This design comes from an exercise in tuning for small area, a short achievable clock period and few clock cycles per item on the open sky130 flow, not from production work.
Only simulation tests tie the RTL to the original design; equivalence was not proved.
No activity file was given, so power comes from the tool's default toggle rates.

## run B
// func
module func(
	input clk_i,
	input rst_i,
	input start_i,
	input [7:0] a_i,
	input [7:0] b_i,
	input change_mode,
	output [1:0] busy_o,
	output [15:0] y_o
);
  reg [7:0] a;
  reg [3:0] root;
  reg busy;
  reg mode;
  reg show_hi, show_lo;
  wire cleared = ~(show_hi | show_lo);
  wire next_mode = mode ^ change_mode;
  reg [23:0] row1;
  reg [13:0] row2;
  reg row_c;
  wire next_c;
  wire [16:0] hi_sum = {row1[23:8], 1'b1} + {1'b0, 1'b0, row2[13], row2[12], row2[11], row2[10], row2[9], row2[8], row2[7], row2[6], row2[5], row2[4], row2[3], row2[2], row2[1], row2[0], row_c};
  wire [3:0] result_sqrt;
  wire [23:0] next1;
  wire [13:0] next2;
  wire [23:0] part_result;
  wire accept = start_i & ~busy;
  sqrt sqrt1(.x_i(b_i), .y_o(result_sqrt));
  cube cube1(.x_bi(a), .s_i(root), .r1_o(next1), .r2_o(next2), .cin_o(next_c));
  assign part_result = {hi_sum[16:1], row1[7:0]};
  assign busy_o = {1'b0, busy};
  assign y_o[7:0] = ({8{show_hi}} & part_result[23:16]) | ({8{show_lo}} & part_result[7:0]);
  assign y_o[15:8] = {8{show_lo}} & part_result[15:8];
  always @(posedge clk_i) begin
    row1 <= next1;
    row2 <= next2;
    row_c <= next_c;
    if (accept) begin
      a <= a_i;
      root <= result_sqrt;
    end
    if (rst_i) begin
      mode <= 1'b0;
      busy <= 1'b0;
      show_hi <= 1'b0;
      show_lo <= 1'b0;
    end else begin
      mode <= next_mode;
      busy <= accept;
      show_hi <= next_mode & (accept | ~cleared);
      show_lo <= ~next_mode & (accept | ~cleared);
    end
  end
endmodule
Size: about 560 cells after synthesis, about 55 flip-flops, ~38 I/O pins, ~0.0054 mm² of cells after synthesis.
==> flow/config.mk <==
export PLATFORM = sky130hd
export DESIGN_NAME = func
export DESIGN_NICKNAME = func
export VERILOG_FILES = /design/flow/design.v
export SDC_FILE = /design/flow/constraint.sdc
export NUM_CORES = 4
export LEC_CHECK = 0
export CAP_MARGIN = 20
export CORE_MARGIN = 2
export CORE_UTILIZATION = 65
export PLACE_DENSITY = 0.75
export SETUP_SLACK_MARGIN = 1.65
export SLEW_MARGIN = 20
export SYNTH_HIERARCHICAL = 1
export SYNTH_MINIMUM_KEEP_SIZE = 0
==> flow/constraint.sdc <==
create_clock -name core_clock -period 5.0 [get_ports {clk_i}]
set_input_delay 1.0000 -clock core_clock [delete_from_list [all_inputs] [get_ports {clk_i}]]
set_output_delay 1.0000 -clock core_clock [all_outputs]
set_load 0.01 [all_outputs]
run.sh (not shown) runs the stock make flow with config.mk's settings and CLKGATE_MAP_FILE= SYNTH_SCRIPT=/design/flow/synth_recipe.tcl, a recipe that flattens the netlist after the stock synthesis.
Testbench counts of run B, summed over its fixed seeds: cycles 3,200, items 1,600.
The following lists how run Y was set up differently from run B:
--- a/flow/design.v
+++ b/flow/design.v
@@ -13,17 +13,17 @@
   assign s = a ^ b;
   assign co = a & b;
 endmodule
 `timescale 1ns / 1ps
 module cube (
   input [7:0] x_bi,
   input [3:0] s_i,
   output [23:0] r1_o,
-  output [13:0] r2_o,
+  output [16:0] r2_o,
   output cin_o
 );
   wire [3:0] h = x_bi[7:4];
   wire [3:0] l = x_bi[3:0];
   wire [11:0] h3, l3;
   wire [9:0] h2x3, l2x3;
   assign h3[0] = h[0];
   assign h3[1] = (h[1] & h[0]);
@@ -204,20 +204,29 @@
   wire fs58, fc58;
   csa_fa fa58 (.a(fc30), .b(fc43), .c(fs44), .s(fs58), .co(fc58));
   wire fs59, fc59;
   csa_fa fa59 (.a(fc32), .b(fs45), .c(fc44), .s(fs59), .co(fc59));
   wire fs60, fc60;
   csa_fa fa60 (.a(fc33), .b(fs46), .c(fc45), .s(fs60), .co(fc60));
   wire fs61, fc61;
   csa_fa fa61 (.a(h3[8]), .b(h2x3[9] & l[3]), .c(fc46), .s(fs61), .co(fc61));
-  wire [8:0] lo_sum = {1'b0, fc47, hc7, hs7, l3[4], s_i[3], s_i[2], s_i[1], l3[0]} + {1'b0, fs48, fs47, l2x3[1] & h[0], l2x3[0] & h[0], l3[3], l3[2], l3[1], s_i[0]};
-  assign r1_o = {h3[11], h3[10], h3[9], fs61, fs60, fc58, fc57, fc56, fc55, fc54, fc53, fc52, fc51, fc50, fc49, fc48, lo_sum[7], lo_sum[6], lo_sum[5], lo_sum[4], lo_sum[3], lo_sum[2], lo_sum[1], lo_sum[0]};
-  assign r2_o = {fc61, fc60, fc59, fs59, fs58, fs57, fs56, fs55, fs54, fs53, fs52, fs51, fs50, fs49};
-  assign cin_o = lo_sum[8];
+  wire hs8, hc8;
+  csa_ha ha8 (.a(l3[0]), .b(s_i[0]), .s(hs8), .co(hc8));
+  wire fs62, fc62;
+  csa_fa fa62 (.a(s_i[1]), .b(hc8), .c(l3[1]), .s(fs62), .co(fc62));
+  wire fs63, fc63;
+  csa_fa fa63 (.a(s_i[2]), .b(l3[2]), .c(fc62), .s(fs63), .co(fc63));
+  wire fs64, fc64;
+  csa_fa fa64 (.a(s_i[3]), .b(l3[3]), .c(fc63), .s(fs64), .co(fc64));
+  wire fs65, fc65;
+  csa_fa fa65 (.a(l3[4]), .b(l2x3[0] & h[0]), .c(fc64), .s(fs65), .co(fc65));
+  assign r1_o = {h3[11], h3[10], h3[9], fs61, fs60, fc58, fc57, fc56, fc55, fc54, fc53, fc52, fc51, fc50, fc49, fc48, fc47, hc7, l2x3[1] & h[0], fs65, fs64, fs63, fs62, hs8};
+  assign r2_o = {fc61, fc60, fc59, fs59, fs58, fs57, fs56, fs55, fs54, fs53, fs52, fs51, fs50, fs49, fs48, fs47, hs7};
+  assign cin_o = fc65;
 endmodule
 `timescale 1ns / 1ps
 module sqrt(
   input [7:0] x_i,
   output reg [3:0] y_o
 );
   integer k;
   always @(*) begin
@@ -240,28 +249,28 @@
   reg [7:0] a;
   reg [3:0] root;
   reg busy;
   reg mode;
   reg show_hi, show_lo;
   wire cleared = ~(show_hi | show_lo);
   wire next_mode = mode ^ change_mode;
   reg [23:0] row1;
-  reg [13:0] row2;
+  reg [16:0] row2;
   reg row_c;
   wire next_c;
-  wire [16:0] hi_sum = {row1[23:8], 1'b1} + {1'b0, 1'b0, row2[13], row2[12], row2[11], row2[10], row2[9], row2[8], row2[7], row2[6], row2[5], row2[4], row2[3], row2[2], row2[1], row2[0], row_c};
+  wire [19:0] hi_sum = {row1[23:5], 1'b1} + {1'b0, 1'b0, row2[16], row2[15], row2[14], row2[13], row2[12], row2[11], row2[10], row2[9], row2[8], row2[7], row2[6], row2[5], row2[4], row2[3], row2[2], row2[1], row2[0], row_c};
   wire [3:0] result_sqrt;
   wire [23:0] next1;
-  wire [13:0] next2;
+  wire [16:0] next2;
   wire [23:0] part_result;
   wire accept = start_i & ~busy;
   sqrt sqrt1(.x_i(b_i), .y_o(result_sqrt));
   cube cube1(.x_bi(a), .s_i(root), .r1_o(next1), .r2_o(next2), .cin_o(next_c));
-  assign part_result = {hi_sum[16:1], row1[7:0]};
+  assign part_result = {hi_sum[19:1], row1[4:0]};
   assign busy_o = {1'b0, busy};
   assign y_o[7:0] = ({8{show_hi}} & part_result[23:16]) | ({8{show_lo}} & part_result[7:0]);
   assign y_o[15:8] = {8{show_lo}} & part_result[15:8];
   always @(posedge clk_i) begin
     row1 <= next1;
     row2 <= next2;
     row_c <= next_c;
     if (accept) begin
==> comparison <==
Diff run B -> run Y: post-route standard cell area excluding fillers moved down; met3 wirelength from detailed routing went up by 100 µm.
The higher power density over the cells came out of run Y.
In the reports for run B and run Y, the larger count of vias placed by the detailed router belongs to run B.
Run Y gives more fraction of standard cell area that is sequential than run B did.
Run Y — worst hold slack 0.041 ns lower, run B as reference
Against run B as the reference, run Y delivers a lower critical path depth.
As far as number of antenna cells inserted goes, run B and run Y are indistinguishable; the numbers are identical.
Of run B and run Y, the run reporting the higher clock network area share was run Y.
Changes observed in run Y relative to run B: number of sequential cells in the layout climbed about 5.5%, part of the total power dissipated in the clock network has increased, count of cells resized by post-cts repair rose 40.
Testbench counts of run Y, summed over its fixed seeds: cycles 3,200, items 1,600.

Another version of the RTL of func (not shown whole).
For scale: about 38 I/O pins, ~5100 um^2 of cells after synthesis.
==> module func, before the edit <==
module func(
	input clk_i,
	input rst_i,
	input start_i,
	input [7:0] a_i,
	input [7:0] b_i,
	input change_mode,
	output [1:0] busy_o,
	output [15:0] y_o
);
  reg [7:0] a;
  reg [3:0] root;
  reg busy;
  reg mode;
  reg cleared;
  reg [23:0] row1;
  reg [16:0] row2;
  reg row_c;
  wire next_c;
  wire [19:0] hi_sum = {row1[23:5], 1'b1} + {1'b0, 1'b0, row2[16], row2[15], row2[14], row2[13], row2[12], row2[11], row2[10], row2[9], row2[8], row2[7], row2[6], row2[5], row2[4], row2[3], row2[2], row2[1], row2[0], row_c};
  wire [3:0] result_sqrt;
  wire [23:0] next1;
  wire [16:0] next2;
  wire [23:0] part_result;
  wire accept = start_i & ~busy;
  sqrt sqrt1(.x_i(b_i), .y_o(result_sqrt));
  cube cube1(.x_bi(a), .s_i(root), .r1_o(next1), .r2_o(next2), .cin_o(next_c));
  assign part_result = cleared ? 24'd0 : {hi_sum[19:1], row1[4:0]};
  assign busy_o = {1'b0, busy};
  assign y_o[7:0] = mode ? part_result[23:16] : part_result[7:0];
  assign y_o[15:8] = mode ? 8'h00 : part_result[15:8];
  always @(posedge clk_i) begin
    row1 <= next1;
    row2 <= next2;
    row_c <= next_c;
    if (accept) begin
      a <= a_i;
      root <= result_sqrt;
    end
    if (rst_i) begin
      mode <= 1'b0;
      busy <= 1'b0;
      cleared <= 1'b1;
    end else begin
      if (change_mode) mode <= ~mode;
      busy <= accept;
      if (accept) cleared <= 1'b0;
    end
  end
endmodule
make LEC_CHECK=0 CAP_MARGIN=20 CORE_MARGIN=2 CORE_UTILIZATION=65 PLACE_DENSITY=0.75 SETUP_SLACK_MARGIN=1.5 SLEW_MARGIN=20 finish   # period 5.0 ns
The starting point completed without violations.
Testbench counts at the start, summed over its fixed seeds: cycles 3,200, items 1,600.
Rerun with:
--- a/flow/design.v
+++ b/flow/design.v
@@ -252,21 +252,20 @@
   reg mode;
   reg cleared;
   reg [23:0] row1;
   reg [16:0] row2;
   reg row_c;
   wire next_c;
-  wire [19:0] hi_sum = {row1[23:5], 1'b1} + {1'b0, 1'b0, row2[16], row2[15], row2[14], row2[13], row2[12], row2[11], row2[10], row2[9], row2[8], row2[7], row2[6], row2[5], row2[4], row2[3], row2[2], row2[1], row2[0], row_c};
   wire [3:0] result_sqrt;
   wire [23:0] next1;
   wire [16:0] next2;
   wire [23:0] part_result;
   wire accept = start_i & ~busy;
   sqrt sqrt1(.x_i(b_i), .y_o(result_sqrt));
   cube cube1(.x_bi(a), .s_i(root), .r1_o(next1), .r2_o(next2), .cin_o(next_c));
-  assign part_result = cleared ? 24'd0 : {hi_sum[19:1], row1[4:0]};
+  assign part_result = cleared ? 24'd0 : {row1[23:5] + {1'b0, 1'b0, row2[16], row2[15], row2[14], row2[13], row2[12], row2[11], row2[10], row2[9], row2[8], row2[7], row2[6], row2[5], row2[4], row2[3], row2[2], row2[1], row2[0]} + row_c, row1[4:0]};
   assign busy_o = {1'b0, busy};
   assign y_o[7:0] = mode ? part_result[23:16] : part_result[7:0];
   assign y_o[15:8] = mode ? 8'h00 : part_result[15:8];
   always @(posedge clk_i) begin
     row1 <= next1;
     row2 <= next2;
Result:
- The new run finished with timing, DRC and antenna clean
- non-clock buffer count is unchanged
- final area stays flat
- setup slack got worse by 0.18 ns
- routed wire length went down by about 1.5%
- total power went up by 3.9%
Testbench counts after the change, summed over its fixed seeds: cycles 3,200, items 1,600.

## east
RTL: one of the versions met above, not the one the previous note started from.
For scale: about 55 flip-flops, roughly 38 I/O pins, roughly 0.0054 mm2 of cells after synthesis.
Settings: LEC_CHECK=0, CAP_MARGIN=20, CORE_MARGIN=2, CORE_UTILIZATION=65, PLACE_DENSITY=0.75, SETUP_SLACK_MARGIN=1.5, SLEW_MARGIN=20, SYNTH_HIERARCHICAL=1, SYNTH_MINIMUM_KEEP_SIZE=0; clock period 5.0 ns.
Testbench counts of east, summed over its fixed seeds: cycles 3,200, items 1,600.
--- input diff east..north ---
--- a/flow/design.v
+++ b/flow/design.v
@@ -11,21 +11,21 @@
   output s, co
 );
   assign s = a ^ b;
   assign co = a & b;
 endmodule
 `timescale 1ns / 1ps
 module cube (
   input [7:0] x_bi,
   input [3:0] s_i,
   output [23:0] r1_o,
-  output [13:0] r2_o,
+  output [16:0] r2_o,
   output cin_o
 );
   wire [3:0] h = x_bi[7:4];
   wire [3:0] l = x_bi[3:0];
   wire [11:0] h3, l3;
   wire [9:0] h2x3, l2x3;
   assign h3[0] = h[0];
   assign h3[1] = (h[1] & h[0]);
   assign h3[2] = (h[2] & h[0]);
   assign h3[3] = (h[1] & ~h[0]) | (~h[3] & ~h[2] & h[1]) | (h[3] & h[2] & h[1]) | (~h[3] & h[2] & ~h[1] & h[0]) | (h[3] & ~h[2] & ~h[1] & h[0]);
@@ -202,24 +202,33 @@
   wire fs57, fc57;
   csa_fa fa57 (.a(fs30), .b(fc42), .c(fs43), .s(fs57), .co(fc57));
   wire fs58, fc58;
   csa_fa fa58 (.a(fc30), .b(fc43), .c(fs44), .s(fs58), .co(fc58));
   wire fs59, fc59;
   csa_fa fa59 (.a(fc32), .b(fs45), .c(fc44), .s(fs59), .co(fc59));
   wire fs60, fc60;
   csa_fa fa60 (.a(fc33), .b(fs46), .c(fc45), .s(fs60), .co(fc60));
   wire fs61, fc61;
   csa_fa fa61 (.a(h3[8]), .b(h2x3[9] & l[3]), .c(fc46), .s(fs61), .co(fc61));
-  wire [8:0] lo_sum = {1'b0, fc47, hc7, hs7, l3[4], s_i[3], s_i[2], s_i[1], l3[0]} + {1'b0, fs48, fs47, l2x3[1] & h[0], l2x3[0] & h[0], l3[3], l3[2], l3[1], s_i[0]};
-  assign r1_o = {h3[11], h3[10], h3[9], fs61, fs60, fc58, fc57, fc56, fc55, fc54, fc53, fc52, fc51, fc50, fc49, fc48, lo_sum[7], lo_sum[6], lo_sum[5], lo_sum[4], lo_sum[3], lo_sum[2], lo_sum[1], lo_sum[0]};
-  assign r2_o = {fc61, fc60, fc59, fs59, fs58, fs57, fs56, fs55, fs54, fs53, fs52, fs51, fs50, fs49};
-  assign cin_o = lo_sum[8];
+  wire hs8, hc8;
+  csa_ha ha8 (.a(l3[0]), .b(s_i[0]), .s(hs8), .co(hc8));
+  wire fs62, fc62;
+  csa_fa fa62 (.a(s_i[1]), .b(hc8), .c(l3[1]), .s(fs62), .co(fc62));
+  wire fs63, fc63;
+  csa_fa fa63 (.a(s_i[2]), .b(l3[2]), .c(fc62), .s(fs63), .co(fc63));
+  wire fs64, fc64;
+  csa_fa fa64 (.a(s_i[3]), .b(l3[3]), .c(fc63), .s(fs64), .co(fc64));
+  wire fs65, fc65;
+  csa_fa fa65 (.a(l3[4]), .b(l2x3[0] & h[0]), .c(fc64), .s(fs65), .co(fc65));
+  assign r1_o = {h3[11], h3[10], h3[9], fs61, fs60, fc58, fc57, fc56, fc55, fc54, fc53, fc52, fc51, fc50, fc49, fc48, fc47, hc7, l2x3[1] & h[0], fs65, fs64, fs63, fs62, hs8};
+  assign r2_o = {fc61, fc60, fc59, fs59, fs58, fs57, fs56, fs55, fs54, fs53, fs52, fs51, fs50, fs49, fs48, fs47, hs7};
+  assign cin_o = fc65;
 endmodule
 `timescale 1ns / 1ps
 module sqrt(
   input [7:0] x_i,
   output reg [3:0] y_o
 );
   integer k;
   always @(*) begin
     y_o = 4'd0;
     for (k = 1; k < 16; k = k + 1)
@@ -234,50 +243,46 @@
 	input [7:0] a_i,
 	input [7:0] b_i,
 	input change_mode,
 	output [1:0] busy_o,
 	output [15:0] y_o
 );
   reg [7:0] a;
   reg [3:0] root;
   reg busy;
   reg mode;
-  reg show_hi, show_lo;
-  wire cleared = ~(show_hi | show_lo);
-  wire next_mode = mode ^ change_mode;
+  reg cleared;
   reg [23:0] row1;
-  reg [13:0] row2;
+  reg [16:0] row2;
   reg row_c;
   wire next_c;
-  wire [16:0] hi_sum = {row1[23:8], 1'b1} + {1'b0, 1'b0, row2[13], row2[12], row2[11], row2[10], row2[9], row2[8], row2[7], row2[6], row2[5], row2[4], row2[3], row2[2], row2[1], row2[0], row_c};
+  wire [19:0] hi_sum = {row1[23:5], 1'b1} + {1'b0, 1'b0, row2[16], row2[15], row2[14], row2[13], row2[12], row2[11], row2[10], row2[9], row2[8], row2[7], row2[6], row2[5], row2[4], row2[3], row2[2], row2[1], row2[0], row_c};
   wire [3:0] result_sqrt;
   wire [23:0] next1;
-  wire [13:0] next2;
+  wire [16:0] next2;
   wire [23:0] part_result;
   wire accept = start_i & ~busy;
   sqrt sqrt1(.x_i(b_i), .y_o(result_sqrt));
   cube cube1(.x_bi(a), .s_i(root), .r1_o(next1), .r2_o(next2), .cin_o(next_c));
-  assign part_result = {hi_sum[16:1], row1[7:0]};
+  assign part_result = cleared ? 24'd0 : {hi_sum[19:1], row1[4:0]};
   assign busy_o = {1'b0, busy};
-  assign y_o[7:0] = ({8{show_hi}} & part_result[23:16]) | ({8{show_lo}} & part_result[7:0]);
-  assign y_o[15:8] = {8{show_lo}} & part_result[15:8];
+  assign y_o[7:0] = mode ? part_result[23:16] : part_result[7:0];
+  assign y_o[15:8] = mode ? 8'h00 : part_result[15:8];
   always @(posedge clk_i) begin
     row1 <= next1;
     row2 <= next2;
     row_c <= next_c;
     if (accept) begin
       a <= a_i;
       root <= result_sqrt;
     end
     if (rst_i) begin
       mode <= 1'b0;
       busy <= 1'b0;
-      show_hi <= 1'b0;
-      show_lo <= 1'b0;
+      cleared <= 1'b1;
     end else begin
-      mode <= next_mode;
+      if (change_mode) mode <= ~mode;
       busy <= accept;
-      show_hi <= next_mode & (accept | ~cleared);
-      show_lo <= ~next_mode & (accept | ~cleared);
+      if (accept) cleared <= 1'b0;
     end
   end
 endmodule
### Flow results
Result for north and east: all clean
north: wire length about 3% above east
Of north and east, north shows the lower final worst clock skew, with east above it.
north against east: fmax fell 7.1%, setup slack at placement went down.
In the flow results for north and east, the cell area is smaller on north.
Going from east to north, maximum number of pins on one net before global-route repair grows by 6.
Count of state elements after synthesis, north and east, lower one = east.
Changes observed in north relative to east: logic depth of the worst setup path including buffers now larger, effective utilization at floorplan now smaller, utilization after layout went up by 0.32 points.
north vs east — first-iteration DRC count climbed by more than 10%
Testbench counts of north, summed over its fixed seeds: cycles 3,200, items 1,600.

==> re-timing with driven ports <==
In the flow no input, the clock included, has a driving cell. The finished layouts below were timed again as built, in two steps.
Step 1 (the two cells are an assumption about what drives the block):
set clk [get_ports {clk_i}]
set_driving_cell -lib_cell sky130_fd_sc_hd__clkbuf_16 $clk
set_driving_cell -lib_cell sky130_fd_sc_hd__buf_2 [delete_from_list [all_inputs] $clk]
Step 2 moves the port delays by t, midway between the first and last clock arrival at a register: inputs arrive t later, outputs are due t later. That takes back most of the time a late clock gives input paths.
Slacks: ideal ports / drivers / drivers and shift; pairs: ideal ports / drivers.
run | shift t [ns] | setup slack, ns | worst setup path at the end | latest minus earliest clock arrival (ns) | worst register clock-pin slew, ns
run B | 0.344 | 1.605 / 1.571 / 1.697 | register to register | 0.021 / 0.022 | 0.11 / 0.11
run Y | 0.375 | 1.586 / 1.551 / 1.708 | register to register | 0.011 / 0.012 | 0.08 / 0.08
the first run of note 2 | 0.364 | 1.488 / 1.454 / 1.567 | register to register | 0.009 / 0.009 | 0.07 / 0.07
the second run of note 2 | 0.371 | 1.312 / 1.275 / 1.522 | register to register | 0.017 / 0.017 | 0.08 / 0.08
east | 0.353 | 1.534 / 1.500 / 1.655 | register to register | 0.019 / 0.019 | 0.11 / 0.11
north | 0.371 | 1.270 / 1.237 / 1.603 | register to register | 0.012 / 0.012 | 0.07 / 0.07
After both steps every run listed still meets setup and hold.
